Background: an optimization exercise with open tools, aiming at small area. Do not read the settings as production practice.
At most, simulation tests tie the RTL to the original design; equivalence was not proved.
No functional check of the RTL was part of run 1.
Power and IR drop assume default switching activity.

`config.mk`:
```
export PLATFORM = sky130hd
export DESIGN_NAME = apb_uart_top
export DESIGN_NICKNAME = apb_uart_top
export VERILOG_FILES = /design/flow/design.v
export SDC_FILE = /design/flow/constraint.sdc
export NUM_CORES = 4
export LEC_CHECK = 0
export CAP_MARGIN = 20
export CORE_MARGIN = 2
export CORE_UTILIZATION = 40
export SLEW_MARGIN = 20
export SYNTH_HIERARCHICAL = 1
export SYNTH_MINIMUM_KEEP_SIZE = 0
```
`constraint.sdc`:
```
create_clock -name core_clock -period 5.0 [get_ports {pclk}]
set_input_delay 1.0000 -clock core_clock [delete_from_list [all_inputs] [get_ports {pclk}]]
set_output_delay 1.0000 -clock core_clock [all_outputs]
set_load 0.01 [all_outputs]
```
`design.v`:
```
`timescale 1ns/1ps
module apb_uart (
    input  wire        pclk,
    input  wire        presetn,
    input  wire [31:0] paddr,
    input  wire        psel,
    input  wire        penable,
    input  wire        pwrite,
    input  wire [31:0] pwdata,
    output reg  [31:0] prdata,
    output reg         pready,
    output reg  [31:0] baud_div,
    output reg         tx_start,
    output reg  [31:0] tx_data,
    output reg         rx_reset,
    input  wire [7:0]  rx_data,
    input  wire [4:0]  flags       
);
    reg [31:0] ctrl_reg;
    reg [4:0]  status_reg;
    wire acc    = psel & penable;
    wire a_hi   = ~|paddr[31:3];
    wire a_ctrl = a_hi & (paddr[2:0] == 3'd0);
    wire a_tx   = a_hi & (paddr[2:0] == 3'd2);
    wire a_baud = a_hi & (paddr[2:0] == 3'd4);
    wire wr = acc & pwrite;
    wire rd = acc & ~pwrite;
    wire lo_ok = a_hi & (paddr[2:0] <= 3'd4);
    wire s_c = presetn & a_hi & (paddr[2:0] == 3'd0);
    wire s_s = presetn & a_hi & (paddr[2:0] == 3'd1);
    wire s_t = presetn & a_hi & (paddr[2:0] == 3'd2);
    wire s_r = presetn & a_hi & (paddr[2:0] == 3'd3);
    wire s_b = presetn & a_hi & (paddr[2:0] == 3'd4);
    wire s_d = presetn & ~lo_ok;
    localparam [31:0] DEAD = 32'hDEAD_BEEF;
    wire [31:0] rmux;
    genvar gi;
    generate for (gi = 0; gi < 32; gi = gi + 1) begin : g_rd
        if (gi < 4)
            rd_bit5k u_b (.a(ctrl_reg[gi]), .b(tx_data[gi]), .c(baud_div[gi]),
                          .d(rx_data[gi]), .e(status_reg[gi]),
                          .sa(s_c), .sb(s_t), .sc(s_b), .sd(s_r), .se(s_s),
                          .k(s_d), .y(rmux[gi]));
        else if (gi == 4)
            rd_bit5 u_b (.a(ctrl_reg[gi]), .b(tx_data[gi]), .c(baud_div[gi]),
                         .d(rx_data[gi]), .e(status_reg[gi]),
                         .sa(s_c), .sb(s_t), .sc(s_b), .sd(s_r), .se(s_s),
                         .y(rmux[gi]));
        else if (gi < 8)
            rd_bit4k u_b (.a(ctrl_reg[gi]), .b(tx_data[gi]), .c(baud_div[gi]),
                          .d(rx_data[gi]),
                          .sa(s_c), .sb(s_t), .sc(s_b), .sd(s_r),
                          .k(s_d), .y(rmux[gi]));
        else if (DEAD[gi])
            rd_bit3k u_b (.a(ctrl_reg[gi]), .b(tx_data[gi]), .c(baud_div[gi]),
                          .sa(s_c), .sb(s_t), .sc(s_b), .k(s_d), .y(rmux[gi]));
        else
            rd_bit3 u_b (.a(ctrl_reg[gi]), .b(tx_data[gi]), .c(baud_div[gi]),
                         .sa(s_c), .sb(s_t), .sc(s_b), .y(rmux[gi]));
    end endgenerate
    wire        rst  = ~presetn;
    wire [31:0] wd   = pwdata & {32{presetn}};
    wire [31:0] wdb  = wd | ({32{rst}} & 32'd868);
    always @(posedge pclk) begin
        pready     <= presetn & acc;
        status_reg <= flags & {5{presetn}};
        tx_start   <= presetn & wr & a_ctrl & pwdata[0];
        rx_reset   <= presetn & wr & a_ctrl & pwdata[3];
        if (rst | (wr & a_ctrl)) ctrl_reg <= wd;
        if (rst | (wr & a_tx))   tx_data  <= wd;
        if (rst | (wr & a_baud)) baud_div <= wdb;
        if (rst | rd)            prdata   <= rmux;
    end
endmodule
module rd_bit3 (input a, b, c, sa, sb, sc, output y);
    assign y = (a & sa) | (b & sb) | (c & sc);
endmodule
module rd_bit3k (input a, b, c, sa, sb, sc, k, output y);
    assign y = (a & sa) | (b & sb) | (c & sc) | k;
endmodule
module rd_bit4k (input a, b, c, d, sa, sb, sc, sd, k, output y);
    assign y = (a & sa) | (b & sb) | (c & sc) | (d & sd) | k;
endmodule
module rd_bit5 (input a, b, c, d, e, sa, sb, sc, sd, se, output y);
    assign y = (a & sa) | (b & sb) | (c & sc) | (d & sd) | (e & se);
endmodule
module rd_bit5k (input a, b, c, d, e, sa, sb, sc, sd, se, k, output y);
    assign y = (a & sa) | (b & sb) | (c & sc) | (d & sd) | (e & se) | k;
endmodule
`timescale 1ns/1ps
module uart_tx (
    input  wire        clk,
    input  wire        rst,
    input  wire [31:0] baud_div,
    input  wire        tx_start,
    input  wire [7:0]  tx_data,
    output reg         tx,
    output wire        tx_busy,
    output wire        tx_done
);
    reg [9:0]  sr;
    reg [31:0] cnt;
    reg        done, done_d;
    wire sending = |sr;
    wire last    = ~|sr[9:1];
    wire term    = ~|cnt[31:1] & cnt[0];
    wire idle    = ~sending & ~done;
    wire [31:0] bit_len = {baud_div[31:2], baud_div[1] | ~|baud_div, baud_div[0]};
    always @(posedge clk) begin
        if (rst) begin
            sr     <= 10'd0;
            done   <= 1'b0;
            done_d <= 1'b0;
            tx     <= 1'b1;
        end else begin
            if (tx_start & idle)
                sr <= {1'b1, tx_data, 1'b0};
            else if (term)
                sr <= {1'b0, sr[9:1]};
            done   <= sending & last & term;
            done_d <= done;
            tx     <= sr[0] | last;
        end
    end
    wire        load = term | ~sending;
    wire [31:0] cnt_nx;
    wire [16:0] z;
    assign z[0] = 1'b1;
    genvar gi;
    generate for (gi = 0; gi < 16; gi = gi + 1) begin : g_cnt
        cnt_slice2 u_s (.c(cnt[2*gi+1:2*gi]), .l(bit_len[2*gi+1:2*gi]), .ld(load),
                        .zin(z[gi]), .n(cnt_nx[2*gi+1:2*gi]), .zout(z[gi+1]));
    end endgenerate
    always @(posedge clk)
        cnt <= cnt_nx;
    assign tx_busy = sending | done;
    assign tx_done = done_d;
endmodule
module cnt_slice2 (
    input  wire [1:0] c,
    input  wire [1:0] l,
    input  wire       ld,
    input  wire       zin,
    output wire [1:0] n,
    output wire       zout
);
    assign n    = ld ? l : c ^ {zin & ~c[0], zin};
    assign zout = zin & ~c[1] & ~c[0];
endmodule
module cnt_slice1 (
    input  wire c,
    input  wire l,
    input  wire ld,
    input  wire zin,
    output wire n,
    output wire zout
);
    assign n    = ld ? l : c ^ zin;
    assign zout = zin & ~c;
endmodule
`timescale 1ns/1ps
module uart_rx (
    input  wire        clk,
    input  wire        rst,
    input  wire [31:0] baud_div,
    input  wire        rx_pin,
    output reg  [7:0]  rx_data,
    output wire        rx_done,
    output wire        rx_busy,
    output wire        rx_error
);
    localparam IDLE    = 3'd0;   
    localparam IDLE_FS = 3'd1;   
    localparam IDLE_AD = 3'd2;   
    localparam START   = 3'd5;
    localparam DATA    = 3'd7;   
    localparam DONE    = 3'd6;
    reg [2:0]  state;
    reg [31:0] cnt;
    reg [8:0]  sr;
    reg        bad;
    reg        rx_sync1, rx_sync2;
    wire idle = ~state[2];
    wire half = (state == START);
    wire high_zero = ~|cnt[31:2];
    wire term = high_zero & (half ? (cnt[1] & ~cnt[0]) : (~cnt[1] & cnt[0]));
    always @(posedge clk) begin
        if (rst) begin
            rx_sync1 <= 1'b1;
            rx_sync2 <= 1'b1;
            state    <= IDLE;
            rx_data  <= 8'd0;
        end else begin
            rx_sync1 <= rx_pin;
            rx_sync2 <= rx_sync1;
            case (state)
                START:   if (term) state <= rx_sync2 ? IDLE_FS : DATA;
                DATA:    if (term & sr[0]) begin
                             state   <= DONE;
                             rx_data <= sr[8:1];
                         end
                DONE:    state <= IDLE_AD;
                default: state <= rx_sync2 ? IDLE : START;
            endcase
        end
    end
    always @(posedge clk) begin
        if (half)
            sr <= 9'h100;
        else if (term)
            sr <= {rx_sync2, sr[8:1]};
        if ((state == DATA) & term & sr[0])
            bad <= ~rx_sync2;
    end
    wire        load = idle | term;
    wire [31:0] cnt_nx;
    wire [32:1] z;
    assign z[1] = half | ~cnt[0];
    genvar gi;
    generate for (gi = 0; gi < 15; gi = gi + 1) begin : g_cnt
        cnt_slice2 u_s (.c(cnt[2*gi+2:2*gi+1]), .l(baud_div[2*gi+2:2*gi+1]), .ld(load),
                        .zin(z[2*gi+1]), .n(cnt_nx[2*gi+2:2*gi+1]), .zout(z[2*gi+3]));
    end endgenerate
    cnt_slice1 u_s31 (.c(cnt[31]), .l(baud_div[31]), .ld(load),
                      .zin(z[31]), .n(cnt_nx[31]), .zout(z[32]));
    assign cnt_nx[0] = load ? (baud_div[0] & ~idle) : (cnt[0] ^ (~half | z[32]));
    always @(posedge clk)
        cnt <= cnt_nx;
    assign rx_busy  = (state == START) | (state == DATA) | (state == DONE) | (state == IDLE_FS);
    assign rx_done  = (state == IDLE_AD);
    assign rx_error = bad & ((state == DONE) | (state == IDLE_AD));
endmodule
`timescale 1ns/1ps
module apb_uart_top (
    input  wire        pclk,
    input  wire        presetn,
    input  wire [31:0] paddr,
    input  wire        psel,
    input  wire        penable,
    input  wire        pwrite,
    input  wire [31:0] pwdata,
    output wire [31:0] prdata,
    output wire        pready,
    input  wire        uart_rx,
    output wire        uart_tx
);
    wire [31:0] baud_div;
    wire        tx_start;
    wire [31:0] tx_data;
    wire        tx_busy;
    wire        tx_done;
    wire        rx_reset;
    wire [7:0]  rx_data;
    wire        rx_done;
    wire        rx_busy;
    wire        rx_error;
    apb_uart u_apb (
        .pclk(pclk),
        .presetn(presetn),
        .paddr(paddr),
        .psel(psel),
        .penable(penable),
        .pwrite(pwrite),
        .pwdata(pwdata),
        .prdata(prdata),
        .pready(pready),
        .baud_div(baud_div),
        .tx_start(tx_start),
        .tx_data(tx_data),
        .rx_reset(rx_reset),
        .rx_data(rx_data),
        .flags({rx_error, tx_done, rx_done, tx_busy, rx_busy})
    );
    uart_tx u_tx (
        .clk(pclk),
        .rst(~presetn),
        .baud_div(baud_div),
        .tx_start(tx_start),
        .tx_data(tx_data[7:0]),
        .tx(uart_tx),
        .tx_busy(tx_busy),
        .tx_done(tx_done)
    );
    uart_rx u_rx (
        .clk(pclk),
        .rst(~presetn | rx_reset),
        .baud_div(baud_div),
        .rx_pin(uart_rx),
        .rx_data(rx_data),
        .rx_done(rx_done),
        .rx_busy(rx_busy),
        .rx_error(rx_error)
    );
endmodule
```
`flow/run.sh`:
```
#!/bin/bash
# Standard ORFS flow (standard.sh, unchanged synthesis) with two layout knobs:
#  - port buffers are the smallest buffer (buf_1) instead of the default pick;
#  - clock tree built from clkbuf_8 leaves of up to 16 sinks, without dummy loads.
set -euo pipefail
bash standard.sh \
  BUFFER_PORTS_ARGS="-buffer_cell sky130_fd_sc_hd__buf_1" \
  CTS_ARGS="-sink_clustering_enable -repair_clock_nets -buf_list sky130_fd_sc_hd__clkbuf_8 -sink_clustering_size 16 -sink_clustering_max_diameter 50 -dont_use_dummy_load" \
  finish > flow.log 2>&1
```
`standard.sh`:
```
#!/bin/bash
# synth_recipe.tcl (not shown) runs the flow's synth.tcl, then flattens the netlist and writes it again
# the make line also repeats each setting of config.mk as NAME=value (left out here)
make -C /OpenROAD-flow-scripts/flow DESIGN_CONFIG=/design/flow/config.mk WORK_HOME=/design/flow/orfs CLKGATE_MAP_FILE= SYNTH_SCRIPT=/design/flow/synth_recipe.tcl "${@:-finish}"
```
==> impl_metrics.json, run 1 <==
{
  "setup_viol": 0,
  "finalHoldViolCount": 0,
  "hold_ws_ns": 0.420,
  "synth_area_um2": 9870,
  "grt_pass1_wl_mm": 35.9,
  "power_leakage_nw": 4.33,
  "diodes": 0,
  "cap_violations": 0,
  "cp_slowest_cell": "dfxtp_1",
  "slew_headroom_pct": 32.4,
  "insertion_delay_ns": 0.55,
  "first_global_vias": 6707,
  "start_util_pct": 40.7,
  "ff_latch_area_um2": 6020,
  "ant_nets": 0,
  "num_io_pins": 104,
  "skew_ns": 0.0469,
  "slew_violations": 0,
  "multi_input_area_um2": 3810,
  "cts_sinks": 236,
  "core_um2": 24200,
  "critPathTopFamily": "simple AND/OR/NAND/NOR gates",
  "cts_tree": "done",
  "fp.dieArea_um2": 26000,
  "grt_overflow": 0,
  "met3_length_mm": 1.11,
  "holdBufCountCts": 0,
  "gp_congestion": 0.794,
  "die_height_um": 161,
  "drt-wirelength-per-cell_um": 17.6,
  "place.detailed.hpwl_mm": 15.2,
  "max_freq_ghz": 0.220,
  "grt_max_degree": 65,
  "wl_met2_mm": 10.8,
  "cpPeakStageDelay_ns": 0.32,
  "cts-root-buf": "clkbuf_8",
  "clk_pin_slew_ns": 0.08,
  "fin_nets": 1082,
  "critical_path_class": "register to register",
  "route.detailed.drc": 0,
  "clk_path_buf_depth": 3,
  "vias": 6713,
  "port_buffers": 103,
  "fin_crit_ns": 4.55,
  "crit_buf_inv": 0,
  "peakVddDrop_mv": 0.238,
  "place_area_um2": 10900,
  "end_kind": "register",
  "synthCells": 827,
  "syn_to_final_growth_pct": 15.7,
  "antenna_found_initial": 0,
  "die_w_um": 161,
  "post-place-cells": 1276,
  "avgSynthCellArea_um2": 11.9,
  "highest-signal-layer": "met4",
  "crit_fanout": 2,
  "vias_per_cell": 5.16,
  "layout.cells.non_filler": 1302,
  "crit_chain": "nand3b_2 > nand2_1 > nor3b_2 > nor3b_2 > nor3b_2 > nor3b_2 > nor3b_2 > nor3b_2 > nor3b_2 > nor3b_4 > nor3b_2 > nor3b_2 > nor3b_2 > nor3b_2 > nor3b_2 > nor3b_2 > nor3b_1 > ha_1 > o21ai_0 > nand3_1 > mux2i_1",
  "power_density_nw_per_um2": 316,
  "stdcell_area_um2": 11400,
  "cp.required_ns": 5.38,
  "cp_common_cell": "nor3b_2",
  "fillers": 2233,
  "yosysWarnings": 9,
  "cts_inserted_buffers": 26,
  "drt_iter0_markers": 378,
  "postCtsSetupRepairBufs": 0,
  "startpoint_type": "register",
  "rows": 57,
  "firstDrtPassIters": 5,
  "drive_gt1_share_pct": 12.8,
  "grt_usage_pct": 17.5,
  "ff2ff_setup_slack_ns": 0.45,
  "hold_class": "register to register",
  "routedLengthMet1_mm": 10.6,
  "status": "timing/DRC/antenna clean",
  "critPathArrivalTime_ns": 4.94,
  "timing.final.crit_share_pct": 91.1,
  "htree_num_levels": 1,
  "worstMarginPinSlew_ns": 1.01,
  "wl_mm": 22.9
}
stage by stage:
step	TNS [ns]	power [W]	worst slack (ns)	util [%]
after detailed placement	-1.29	0.00258	-0.385	45.1
after CTS	0	0.00364	0.00910	46.8
after global placement	-0.641	0.00257	-0.277	45.1
after floorplan	0	0.00245	0.0123	-
after global routing	-0.0726	0.00375	-0.0402	47.1
final	0	0.00361	0.446	47.1
layout make-up:
class	instances	share of cell area, %
Tap cell	324	3.55
Sequential cell	236	52.6
Clock buffer	26	3.13
Inverter	47	1.54
Timing Repair Buffer	139	5.76
Multi-Input combinational cell	530	33.4
what timing repair did:
| action | CTS | global route |
|---|---|---|
| endpoints found under the hold margin | 0 | 0 |
| setup endpoints to repair | 8 | 10 |
| gates resized for setup | 10 | 14 |
power by group:
part,internal (W),total [W],switching [W]
logic,0.000101,0.000250,0.000150
clock network,0.000461,0.00107,0.000606
registers,0.00219,0.00229,0.000102
worst paths after layout:
check,endpoint,cells after the start,start
worst max register to register,u_rx.cnt[0],21,u_rx.state[1]
worst min register to register,u_rx.rx_sync2,1,u_rx.rx_sync1
worst min-delay path,u_rx.rx_sync2,1,u_rx.rx_sync1
worst max-delay path,u_rx.cnt[0],21,u_rx.state[1]
routing by layer:
metal	global-route usage (%)	vias to the layer above
li1	-	3314
met1	23.6	3202
met2	29.9	171
met3	2.36	26
met4	4.30	0
met5	0	-
layout by cell type, fill, tap and decap left out, drive strengths merged, types with 7 or more instances in the layout:
master,n
and2,36
nor3b,32
edfxtp,129
nand2,112
nand2b,9
o21ai,66
inv,47
o2bb2ai,8
ha,32
nor2,10
dfxtp,107
buf,138
or2b,14
a21oi,25
xnor2,31
a222oi,11
nor4,37
a22oi,26
clkbuf,27
mux2i,29
nand4,7
nand3,7
worst register-to-register path: cells and delay by family (launching register included):
family | cells | cell delay [ns]
AND/OR/NAND/NOR | 18 | 3.73
flip-flops | 1 | 0.32
adder cells (fa/ha/maj) | 1 | 0.20
AO/OA/AOI/OAI | 1 | 0.09
multiplexers | 1 | 0.06
==> inputs of run 2 (changes only) <==
--- a/design.v
+++ b/design.v
@@ -126,8 +126,8 @@
     wire [31:0] cnt_nx;
-    wire [16:0] z;
+    wire [8:0]  z;
     assign z[0] = 1'b1;
     genvar gi;
-    generate for (gi = 0; gi < 16; gi = gi + 1) begin : g_cnt
-        cnt_slice2 u_s (.c(cnt[2*gi+1:2*gi]), .l(bit_len[2*gi+1:2*gi]), .ld(load),
-                        .zin(z[gi]), .n(cnt_nx[2*gi+1:2*gi]), .zout(z[gi+1]));
+    generate for (gi = 0; gi < 8; gi = gi + 1) begin : g_cnt
+        cnt_slice4 u_s (.c(cnt[4*gi+3:4*gi]), .l(bit_len[4*gi+3:4*gi]), .ld(load),
+                        .zin(z[gi]), .n(cnt_nx[4*gi+3:4*gi]), .zout(z[gi+1]));
     end endgenerate
@@ -138,23 +138,23 @@
 endmodule
-module cnt_slice2 (
-    input  wire [1:0] c,
-    input  wire [1:0] l,
+module cnt_slice4 (
+    input  wire [3:0] c,
+    input  wire [3:0] l,
     input  wire       ld,
     input  wire       zin,
-    output wire [1:0] n,
+    output wire [3:0] n,
     output wire       zout
 );
-    assign n    = ld ? l : c ^ {zin & ~c[0], zin};
-    assign zout = zin & ~c[1] & ~c[0];
-endmodule
-module cnt_slice1 (
-    input  wire c,
-    input  wire l,
-    input  wire ld,
-    input  wire zin,
-    output wire n,
-    output wire zout
-);
-    assign n    = ld ? l : c ^ zin;
-    assign zout = zin & ~c;
+    wire [3:0] z = {zin & ~c[2] & ~c[1] & ~c[0], zin & ~c[1] & ~c[0], zin & ~c[0], zin};
+    assign n    = ld ? l : c ^ z;
+    assign zout = zin & ~|c;
+endmodule
+module cnt_slice3 (
+    input  wire [2:0] c,
+    input  wire [2:0] l,
+    input  wire       ld,
+    input  wire       zin,
+    output wire [2:0] n
+);
+    wire [2:0] z = {zin & ~c[1] & ~c[0], zin & ~c[0], zin};
+    assign n = ld ? l : c ^ z;
 endmodule
@@ -186,2 +186,3 @@
     wire term = high_zero & (half ? (cnt[1] & ~cnt[0]) : (~cnt[1] & cnt[0]));
+    wire stop_end = (state == DATA) & term & sr[0];
     always @(posedge clk) begin
@@ -191,3 +192,2 @@
             state    <= IDLE;
-            rx_data  <= 8'd0;
         end else begin
@@ -197,6 +197,3 @@
                 START:   if (term) state <= rx_sync2 ? IDLE_FS : DATA;
-                DATA:    if (term & sr[0]) begin
-                             state   <= DONE;
-                             rx_data <= sr[8:1];
-                         end
+                DATA:    if (term & sr[0]) state <= DONE;
                 DONE:    state <= IDLE_AD;
@@ -206,8 +203,9 @@
     end
+    always @(posedge clk)
+        if (rst | stop_end)
+            rx_data <= sr[8:1] & {8{~rst}};
     always @(posedge clk) begin
-        if (half)
-            sr <= 9'h100;
-        else if (term)
-            sr <= {rx_sync2, sr[8:1]};
-        if ((state == DATA) & term & sr[0])
+        if (half | term)
+            sr <= {half | rx_sync2, sr[8:1] & {8{~half}}};
+        if (stop_end)
             bad <= ~rx_sync2;
@@ -216,12 +214,13 @@
     wire [31:0] cnt_nx;
-    wire [32:1] z;
+    wire [8:1]  z;
     assign z[1] = half | ~cnt[0];
     genvar gi;
-    generate for (gi = 0; gi < 15; gi = gi + 1) begin : g_cnt
-        cnt_slice2 u_s (.c(cnt[2*gi+2:2*gi+1]), .l(baud_div[2*gi+2:2*gi+1]), .ld(load),
-                        .zin(z[2*gi+1]), .n(cnt_nx[2*gi+2:2*gi+1]), .zout(z[2*gi+3]));
+    generate for (gi = 0; gi < 7; gi = gi + 1) begin : g_cnt
+        cnt_slice4 u_s (.c(cnt[4*gi+4:4*gi+1]), .l(baud_div[4*gi+4:4*gi+1]), .ld(load),
+                        .zin(z[gi+1]), .n(cnt_nx[4*gi+4:4*gi+1]), .zout(z[gi+2]));
     end endgenerate
-    cnt_slice1 u_s31 (.c(cnt[31]), .l(baud_div[31]), .ld(load),
-                      .zin(z[31]), .n(cnt_nx[31]), .zout(z[32]));
-    assign cnt_nx[0] = load ? (baud_div[0] & ~idle) : (cnt[0] ^ (~half | z[32]));
+    cnt_slice3 u_s29 (.c(cnt[31:29]), .l(baud_div[31:29]), .ld(load),
+                      .zin(z[8]), .n(cnt_nx[31:29]));
+    assign cnt_nx[0] = load ? (baud_div[0] & ~idle)
+                            : (cnt[0] ^ (~half | (high_zero & ~cnt[1])));
     always @(posedge clk)
==> run 2 against run 1 <==
Global-route usage fell by 0.47 points. Sequential share of layout area rose by 2.6 points. Maximum frequency rose by 1.4%. Register-to-register slack improved by 0.07 ns. First-iteration DRC count rose by 56%. Sequential power rose by 2%. Critical path depth fell by 2. Synthesized area fell by 0.77%. Die area fell by 0.76%. Cell count fell by 3.8%. Worst setup slack improved by 0.065 ns. Clock skew fell by 0.0068 ns.
==> impl_metrics.json, run 2 <==
{
  "yosysWarnings": 9,
  "grt_max_degree": 65,
  "finalHoldViolCount": 0,
  "holdBufCountCts": 0,
  "drt_iter0_markers": 591,
  "clk_path_buf_depth": 3,
  "timing.final.crit_share_pct": 89.8,
  "combPwrFrac_pct": 6.7,
  "diodes": 0,
  "reg2reg_from": "u_rx.state[0]",
  "place.detailed.hpwl_mm": 14.3,
  "hold_ws_ns": 0.425,
  "min_to": "u_rx.rx_sync2",
  "grt_usage_pct": 17.0,
  "insertion_delay_ns": 0.53,
  "p_sw_w": 0.000845,
  "clkPwrFrac_pct": 27.3,
  "firstDrtPassIters": 8,
  "cts_sinks": 236,
  "cts_inserted_buffers": 21,
  "die_w_um": 161,
  "rows": 57,
  "hold_start": "u_rx.rx_sync1",
  "crit_fanout": 5,
  "core_um2": 24200,
  "vias": 6523,
  "grt_pass1_wl_mm": 34.6,
  "mostFrequentLayoutCells": "edfxtp_1, buf_1, nand2_1, dfxtp_1, o21ai_0",
  "skew_ns": 0.0401,
  "startpoint_type": "register",
  "fillers": 2247,
  "p_seq_share_pct": 66.0,
  "slew_violations": 0,
  "drive_gt1_share_pct": 9.16,
  "htree_num_levels": 1,
  "critical_path_class": "register to register",
  "route.detailed.drc": 0,
  "vias_per_cell": 5.21,
  "antenna_found_initial": 0,
  "multi_input_area_um2": 3690,
  "final_common_cell": "edfxtp_1",
  "first_global_vias": 6406,
  "whs_path_depth": 1,
  "cts_tree": "done",
  "setup_viol": 0,
  "postCtsSetupRepairBufs": 0,
  "ff_latch_area_um2": 6190,
  "synthCells": 797,
  "cp.required_ns": 5.36,
  "grt_overflow": 0,
  "port_buffers": 103,
  "cts-root-buf": "clkbuf_8",
  "critPathArrivalTime_ns": 4.85,
  "fin_nets": 1016,
  "worstMarginPinSlew_ns": 0.963,
  "max_freq_ghz": 0.223,
  "synth_area_um2": 9800,
  "r2r-end": "u_rx.cnt[31]",
  "end_kind": "register",
  "totalPowerFinal_w": 0.00353,
  "hold_class": "register to register",
  "cap_violations": 0,
  "power_leakage_nw": 3.95,
  "rr_worst_depth": 19,
  "fin_crit_ns": 4.49,
  "wl_mm": 22.0,
  "start_util_pct": 40.5,
  "avgSynthCellArea_um2": 12.3,
  "clk_pin_slew_ns": 0.09,
  "ant_nets": 0,
  "ff2ff_setup_slack_ns": 0.51,
  "die_height_um": 161,
  "p_sw_share_pct": 23.9,
  "power_density_nw_per_um2": 315,
  "slew_headroom_pct": 35.3,
  "drt-wirelength-per-cell_um": 17.5,
  "peakVddDrop_mv": 0.159,
  "p_int_w": 0.00269,
  "syn_to_final_growth_pct": 14.3,
  "num_io_pins": 104,
  "status": "timing/DRC/antenna clean",
  "gp_congestion": 0.817,
  "fp.dieArea_um2": 25800
}
## run 2: worst max path at each step
stage / startpoint / slack (ns) / to
2_1_floorplan: u_rx.state[2] / 0.38 / u_rx.cnt[31]
3_3_place_gp: u_rx.state[0] / 0.17 / u_rx.cnt[31]
3_5_place_dp: u_rx.state[0] / -0.03 / u_rx.cnt[31]
4_1_cts: u_rx.state[0] / 0.008 / u_rx.cnt[31]
5_1_grt: u_rx.state[0] / -0.002 / u_rx.cnt[31]
6_report: u_rx.state[0] / 0.51 / u_rx.cnt[31]
## run 2: layer usage
metal | global-route usage (%) | vias to the layer above | part of all wire, %
met2 | 27.6 | 164 | 47
li1 | - | 3200 | -
met4 | 3.77 | 0 | 1.3
met5 | 0 | - | 0
met1 | 24.3 | 3132 | 47
met3 | 2.61 | 27 | 5.1
## run 2: cell type report
type | instances | share of cell area [%]
Inverter | 31 | 1.04
Multi-Input combinational cell | 521 | 33.0
Tap cell | 324 | 3.62
Sequential cell | 236 | 55.3
Timing Repair Buffer | 119 | 4.54
Clock buffer | 21 | 2.58
## run 2: what timing repair did
item | 4_1_cts | 5_1_grt
resized for setup | 2 | 24
endpoints found under the setup margin | 2 | 8
gates cloned | 0 | 0
## run 2: worst max-delay path: stages, from the launching register on
cell and delay [ns]:
dfxtp_1 0.38, nand2_1 0.09, o21ai_1 0.20, nor4b_4 0.27, nor2b_2 0.23, nor4b_4 0.24
nor2b_2 0.24, nor4b_4 0.24, nor2b_2 0.22, nor4b_4 0.23, nor2b_2 0.23, nor4b_4 0.24
nor2b_2 0.23, nor4b_4 0.24, nor2b_2 0.23, nor4b_4 0.24, nor2b_2 0.21, nor3b_2 0.20
xnor2_1 0.14, o21ai_1 0.07
## run 2: metrics by stage
stage / utilization, % / worst slack (ns) / TNS (ns) / std cells / instance area [um^2]
after floorplan: - / 0.377 / 0 / 799 / 9810
final: 46.3 / 0.511 / 0 / 1252 / 11200
after global routing: 46.3 / -0.00225 / -0.00225 / 1252 / 11200
after global placement: 44.5 / 0.169 / 0 / 1230 / 10800
after detailed placement: 44.5 / -0.0288 / -0.0288 / 1230 / 10800
after CTS: 45.7 / 0.00839 / 0 / 1251 / 11100
## run 2: power by group through the flow
| stage | registers (W) | clock network, W | logic [W] |
|---|---|---|---|
| 2_1_floorplan | 0.00234 | 0 | 0.000140 |
| 3_3_place_gp | 0.00236 | 0 | 0.000235 |
| 3_5_place_dp | 0.00236 | 0 | 0.000238 |
| 4_1_cts | 0.00232 | 0.00100 | 0.000239 |
| 5_1_grt | 0.00235 | 0.00107 | 0.000271 |
| 6_report | 0.00233 | 0.000963 | 0.000238 |
==> inputs of run 3 (changes only) <==
==> flow/run.sh (replaced) <==
#!/bin/bash
# Standard ORFS flow (standard.sh, unchanged synthesis) with two layout knobs:
#  - port buffers are the smallest buffer (buf_1) instead of the default pick;
#  - clock tree built from clkbuf_8 leaves of up to 16 sinks (a clkbuf_4 at the root), without dummy loads.
set -euo pipefail
bash standard.sh \
  BUFFER_PORTS_ARGS="-buffer_cell sky130_fd_sc_hd__buf_1" \
  CTS_ARGS="-sink_clustering_enable -repair_clock_nets -buf_list sky130_fd_sc_hd__clkbuf_8 -root_buf sky130_fd_sc_hd__clkbuf_4 -sink_clustering_size 16 -sink_clustering_max_diameter 80 -dont_use_dummy_load" \
  finish > flow.log 2>&1
==> run 3 against run 2 <==
Sequential share of layout area up 0.37 points. Via count down 0.14%. Sequential power about the same. Die area unchanged. Synthesized cell count unchanged. Maximum frequency down 0.46%. Hold slack better by 0.0029 ns. Total power down 2.6%. Cell area down 0.66%. Sequential cell count unchanged. Synthesized area unchanged. Wire length up 0.10%. Largest power group unchanged.
==> impl_metrics.json, run 3 <==
{
  "status": "timing/DRC/antenna clean",
  "clk_path_buf_depth": 3,
  "power_leakage_nw": 3.92,
  "fillers": 2255,
  "cp_slowest_cell": "dfxtp_1",
  "die_height_um": 161,
  "vias_per_cell": 5.21,
  "hold_class": "register to register",
  "whs_path_depth": 1,
  "route.detailed.drc": 0,
  "crit_buf_inv": 0,
  "drt-wirelength-per-cell_um": 17.6,
  "hold_ws_ns": 0.427,
  "holdBufCountCts": 0,
  "first_global_vias": 6389,
  "peakVddDrop_mv": 0.119,
  "grt_pass1_wl_mm": 34.7,
  "gp_congestion": 0.817,
  "postCtsSetupRepairBufs": 0,
  "finalHoldViolCount": 0,
  "fp.dieArea_um2": 25800,
  "p_seq_share_pct": 67.7,
  "crit_chain": "nand2_1 > o21ai_1 > nor4b_4 > nor2b_2 > nor4b_4 > nor2b_2 > nor4b_4 > nor2b_2 > nor4b_4 > nor2b_2 > nor4b_4 > nor2b_2 > nor4b_4 > nor2b_2 > nor4b_4 > nor2b_1 > nor3b_2 > xnor2_1 > o21ai_1",
  "grt_overflow": 0,
  "num_io_pins": 104,
  "die_w_um": 161,
  "insertion_delay_ns": 0.64,
  "clkPwrFrac_pct": 25.4,
  "syn_to_final_growth_pct": 13.5,
  "htree_num_levels": 1,
  "max_freq_ghz": 0.222,
  "vias": 6514,
  "grt_usage_pct": 17.1,
  "cts-root-buf": "clkbuf_4",
  "ff2ff_setup_slack_ns": 0.49,
  "core_um2": 24200,
  "critPathArrivalTime_ns": 5.03,
  "p_sw_w": 0.000836,
  "final_common_cell": "edfxtp_1",
  "wl_mm": 22.0,
  "r2r-end": "u_rx.cnt[31]",
  "critPathTopFamily": "simple AND/OR/NAND/NOR gates",
  "rows": 57,
  "cts_inserted_buffers": 18,
  "antenna_found_initial": 1,
  "synth_area_um2": 9800,
  "firstDrtPassIters": 6,
  "avgSynthCellArea_um2": 12.3,
  "mostFrequentLayoutCells": "edfxtp_1, buf_1, nand2_1, dfxtp_1, o21ai_0",
  "cts_tree": "done",
  "worstMarginPinSlew_ns": 0.960,
  "critPathLaunch": "u_rx.state[0]",
  "port_buffers": 103,
  "start_util_pct": 40.5,
  "startpoint_type": "register",
  "cp_common_cell": "nor4b_4",
  "timing.final.crit_share_pct": 90.2,
  "skew_ns": 0.0455,
  "clk_pin_slew_ns": 0.10,
  "cpPeakStageDelay_ns": 0.39,
  "slew_headroom_pct": 35.5,
  "cp.required_ns": 5.52,
  "rr_worst_depth": 19,
  "combPwrFrac_pct": 6.9,
  "ant_nets": 0,
  "rsz0062_at_grt": "false",
  "synthCells": 797,
  "grt_max_degree": 65,
  "post-place-cells": 1230,
  "fin_nets": 1013,
  "p_int_w": 0.00261,
  "layout.cells.non_filler": 1250,
  "worstSetupEndpoint": "u_rx.cnt[31]",
  "setup_viol": 0,
  "cts_sinks": 236,
  "yosysWarnings": 9,
  "cap_violations": 0,
  "power_density_nw_per_um2": 309,
  "place.detailed.hpwl_mm": 14.3,
  "multi_input_area_um2": 3670,
  "slew_violations": 0,
  "p_sw_share_pct": 24.3,
  "fin_crit_ns": 4.51,
  "critical_path_class": "register to register",
  "crit_fanout": 5,
  "drive_gt1_share_pct": 8.76,
  "drt_iter0_markers": 556,
  "reg2reg_from": "u_rx.state[0]",
  "ff_latch_area_um2": 6190,
  "end_kind": "register",
  "cp_num_cells": 19
}
==> run 3: how the worst min path moves through the flow <==
stage / to / start
after floorplan: u_rx.rx_sync2 / u_rx.rx_sync1
after global placement: u_rx.rx_sync2 / u_rx.rx_sync1
after detailed placement: u_rx.rx_sync2 / u_rx.rx_sync1
after CTS: u_rx.rx_sync2 / u_rx.rx_sync1
after global routing: u_rx.rx_sync2 / u_rx.rx_sync1
final: u_rx.rx_sync2 / u_rx.rx_sync1
==> run 3: metal layers <==
layer  GRT usage (%)  part of all wire (%)  up-vias
met4            3.64                   1.3        0
li1                -                     -     3191
met5               0                     0        -
met2            27.9                    47      169
met3            2.58                   4.8       26
met1            24.3                    47     3128
==> run 3: what timing repair did <==
action	CTS	global route
resized for setup	2	21
setup endpoints to repair	2	8
pin swaps	0	0
endpoints found under the hold margin	0	0
==> run 3: cell type report <==
class / count / area share (%)
timing repair buffer: 119 / 4.57
tap: 324 / 3.64
sequential: 236 / 55.6
antenna: 1 / 0.0225
inverter: 31 / 1.05
clock buffer: 18 / 2.06
multi-input combinational: 521 / 33.0
==> run 3: power by group through the flow <==
| stage | clock network [W] | registers (W) | logic, W |
|---|---|---|---|
| after global routing | 0.000984 | 0.00235 | 0.000271 |
| after CTS | 0.000914 | 0.00232 | 0.000239 |
| after global placement | 0 | 0.00236 | 0.000235 |
| after detailed placement | 0 | 0.00236 | 0.000238 |
| after floorplan | 0 | 0.00234 | 0.000140 |
| final | 0.000875 | 0.00233 | 0.000237 |
==> run 3: stage by stage <==
stage	utilization [%]	setup WS [ns]	power [W]	setup TNS (ns)	area [um^2]
2_1_floorplan	-	0.377	0.00248	0	9810
3_3_place_gp	44.5	0.169	0.00260	0	10800
3_5_place_dp	44.5	-0.0288	0.00260	-0.0288	10800
4_1_cts	45.5	0.0640	0.00347	0	11000
5_1_grt	46.0	0.0168	0.00360	0	11100
6_report	46.0	0.491	0.00344	0	11100

[afterwards: timing with drivers on the ports]
Ports are ideal in the flow. The routed layouts listed here were re-timed in OpenROAD.
Step 1, drivers: a clkbuf_16 drives pclk and a buf_2 each remaining input, both assumed.
Step 2, shift: input delay + t, output delay - t, t = (earliest + latest rising clock arrival at the registers) / 2. This alone moves slack from input paths to output paths.
Three values: no drivers, after step 1, after step 2; two values: the first two.
run	t, ns	setup WS [ns]	latest minus earliest clock arrival (ns)
run 1	0.572	0.446 / 0.446 / 0.446	0.047 / 0.048
run 2	0.552	0.511 / 0.511 / 0.511	0.040 / 0.040
run 3	0.659	0.491 / 0.491 / 0.491	0.045 / 0.045
After both steps setup and hold are still met in every run listed.
